This is an optimization exercise on Yosys and OpenROAD, whose aim is small area and a short achievable clock period, not a production implementation.
In this exercise RTL edits were held to simulation tests only and were not proved equivalent to the original.

==> job 5202 <==
// MAC
module MAC(A,B,out,clk,reset);
	input [15:0] A,B;
	input clk,reset;
	output [35:0] out;
	reg [35:0] acc;
	wire [35:0] nxt;
	always @(posedge clk or posedge reset)
	begin
		if(reset)
			acc <= 36'd0;
		else
			acc <= nxt;
	end
	assign out = acc;
	wire [255:0] pp;
	genvar gi;
	generate for (gi = 0; gi < 16; gi = gi + 1) begin : ppg
		assign pp[16*gi+15:16*gi] = A & {16{B[gi]}};
	end endgenerate
	wire hs1;
	wire hc2;
	wire fs3;
	wire fc4;
	wire hs5;
	wire hc6;
	wire fs7;
	wire fc8;
	wire fs9;
	wire fc10;
	wire hs11;
	wire hc12;
	wire fs13;
	wire fc14;
	wire fs15;
	wire fc16;
	wire fs17;
	wire fc18;
	wire hs19;
	wire hc20;
	wire fs21;
	wire fc22;
	wire fs23;
	wire fc24;
	wire fs25;
	wire fc26;
	wire fs27;
	wire fc28;
	wire hs29;
	wire hc30;
	wire fs31;
	wire fc32;
	wire fs33;
	wire fc34;
	wire fs35;
	wire fc36;
	wire fs37;
	wire fc38;
	wire fs39;
	wire fc40;
	wire hs41;
	wire hc42;
	wire fs43;
	wire fc44;
	wire fs45;
	wire fc46;
	wire fs47;
	wire fc48;
	wire fs49;
	wire fc50;
	wire fs51;
	wire fc52;
	wire fs53;
	wire fc54;
	wire hs55;
	wire hc56;
	wire fs57;
	wire fc58;
	wire fs59;
	wire fc60;
	wire fs61;
	wire fc62;
	wire fs63;
	wire fc64;
	wire fs65;
	wire fc66;
	wire fs67;
	wire fc68;
	wire fs69;
	wire fc70;
	wire hs71;
	wire hc72;
	wire fs73;
	wire fc74;
	wire fs75;
	wire fc76;
	wire fs77;
	wire fc78;
	wire fs79;
	wire fc80;
	wire fs81;
	wire fc82;
	wire fs83;
  ...
==> flow/config.mk <==
export PLATFORM = sky130hd
export DESIGN_NAME = MAC
export DESIGN_NICKNAME = MAC
export VERILOG_FILES = /design/flow/design.v
export SDC_FILE = /design/flow/constraint.sdc
export NUM_CORES = 4
export LEC_CHECK = 0
export CAP_MARGIN = 20
export CORE_MARGIN = 2
export CORE_UTILIZATION = 65
export SLEW_MARGIN = 20
export SYNTH_HIERARCHICAL = 1
export SYNTH_MINIMUM_KEEP_SIZE = 0
==> flow/constraint.sdc <==
create_clock -name core_clock -period 19.0 [get_ports {clk}]
set_input_delay 3.8000 -clock core_clock [delete_from_list [all_inputs] [get_ports {clk}]]
set_output_delay 3.8000 -clock core_clock [all_outputs]
set_load 0.01 [all_outputs]
standard.sh (not shown) runs the stock make flow with config.mk's settings and CLKGATE_MAP_FILE= SYNTH_SCRIPT=/design/flow/synth_recipe.tcl, a recipe that flattens the netlist after the stock synthesis.
==> flow/flow/run.sh <==
#!/bin/bash
# The standard layout (standard synthesis, floorplan, place, CTS, route) with two changes:
# repair_timing is asked for a larger setup slack than 0 (flow/setup_margin.txt) so that it
# keeps shortening the critical path, and the port buffers that every input and output gets
# are sky130_fd_sc_hd__buf_1 (flow/port_buffer.txt) instead of the delay cell buffer_ports
# picks by default; repair_timing then sizes the ones on critical paths.
# Make's full output goes to make_finish.log; each tool's own log is under orfs/logs/.
set -euo pipefail
MARGIN=$(cat flow/setup_margin.txt)
PBUF=$(cat flow/port_buffer.txt)
bash standard.sh SETUP_SLACK_MARGIN=$MARGIN "BUFFER_PORTS_ARGS=-buffer_cell $PBUF" finish > make_finish.log 2>&1
==> flow/flow/port_buffer.txt <==
sky130_fd_sc_hd__buf_1
==> flow/flow/setup_margin.txt <==
11
==> job 1778: changes against job 5202 <==
==> flow/flow/setup_margin.txt (replaced) <==
10
==> job 1212: changes against job 5202 <==
--- a/flow/design.v
+++ b/flow/design.v
@@ -1,7 +1,12 @@
+module NOT16(a, y);
+	input [15:0] a;
+	output [15:0] y;
+	assign y = ~a;
+endmodule
 module FA(A,B,C,sum, carry);
 	input A,B,C;
 	output sum,carry;
 	assign sum = A^B^C;
 	assign carry = (A&B) | (B&C) | (C&A);
 endmodule
 module HA(A,B,sum, carry);
@@ -22,16 +27,28 @@
 			acc <= 36'd0;
 		else
 			acc <= nxt;
 	end
 	assign out = acc;
 	wire [255:0] pp;
 	genvar gi;
+	wire [15:0] An0, Bn0;
+	NOT16 ina0(A, An0);
+	NOT16 inb0(B, Bn0);
+	wire [15:0] An1, Bn1;
+	NOT16 ina1(A, An1);
+	NOT16 inb1(B, Bn1);
+	genvar gj;
 	generate for (gi = 0; gi < 16; gi = gi + 1) begin : ppg
-		assign pp[16*gi+15:16*gi] = A & {16{B[gi]}};
+		for (gj = 0; gj < 16; gj = gj + 1) begin : ppc
+			wire an, bn;
+			assign an = (gi * 2 / 16 == 0) ? An0[gj] : An1[gj];
+			assign bn = (gj * 2 / 16 == 0) ? Bn0[gi] : Bn1[gi];
+			assign pp[16*gi+gj] = ~(an | bn);
+		end
 	end endgenerate
 	wire hs1;
 	wire hc2;
 	wire fs3;
 	wire fc4;
 	wire hs5;
 	wire hc6;
==> flow/flow/setup_margin.txt (replaced) <==
10.1
==> flow/config.mk (replaced) <==
export PLATFORM = sky130hd
export DESIGN_NAME = MAC
export DESIGN_NICKNAME = MAC
export VERILOG_FILES = /design/flow/design.v
export SDC_FILE = /design/flow/constraint.sdc
export NUM_CORES = 4
export LEC_CHECK = 0
export CAP_MARGIN = 20
export CORE_MARGIN = 2
export CORE_UTILIZATION = 40
export CTS_BUF_LIST = sky130_fd_sc_hd__clkbuf_2 sky130_fd_sc_hd__clkbuf_4 sky130_fd_sc_hd__clkbuf_8
export SLEW_MARGIN = 20
export SYNTH_HIERARCHICAL = 1
export SYNTH_MINIMUM_KEEP_SIZE = 0
==> summary.txt <==
First-iteration DRC count: job 1212 is lower than job 5202 (about 50%).
In job 1212 the non-clock buffer count is lower than in job 5202, by 29.
Critical path depth: job 5202 is lower than job 1212 (2).
==> figures <==
Status: job 5202 finished clean; job 1212 finished clean; job 1778 finished clean
Post-synth design cell area: job 5202 8640 um2; job 1212 8340 um2; job 1778 8640 um2
Worst endpoint data arrival time: job 5202 8.61 ns; job 1212 8.94 ns; job 1778 9.01 ns
PostCTS Resize Cnt: job 5202 175; job 1212 1; job 1778 32
Synthesized net count: job 5202 1036; job 1212 1136; job 1778 1036
Die Outline Area: job 5202 14200 um2; job 1212 22000 um2; job 1778 14200 um2
Source of the worst register-to-register timing path: job 5202 acc[17]$_DFF_PP0_; job 1212 acc[13]$_DFF_PP0_; job 1778 acc[13]$_DFF_PP0_
Global-route wire length before repair: job 5202 38.8 mm; job 1212 33.5 mm; job 1778 36.6 mm

re-timing with driven ports:
How much do the figures lean on ideal ports? The routed layouts below were timed once more, with nothing changed but the port constraints. Step 1: set_driving_cell puts a clkbuf_16 on clk and a buf_2 on each other input, an assumption about the parent block. Step 2 also shifts input and output timing later by t, the mid clock arrival at the registers, as if the neighbouring blocks saw the same clock. Slacks: no drivers / after step 1 / after step 2; pairs: no drivers / after step 1.
run	t, ns	setup WS [ns]	clock arrival spread, ns	cell pins on the clock port's net
job 5202	0.342	10.580 / 10.548 / 10.206	0.019 / 0.018	1
job 1778	0.339	10.188 / 10.195 / 9.857	0.009 / 0.009	1
job 1212	0.380	10.292 / 10.305 / 9.925	0.014 / 0.014	1
After both steps setup and hold are still met in every run listed. For job 5202, which loses most, drivers alone change the setup slack by -0.032 ns; drivers and shift together by -0.374 ns.
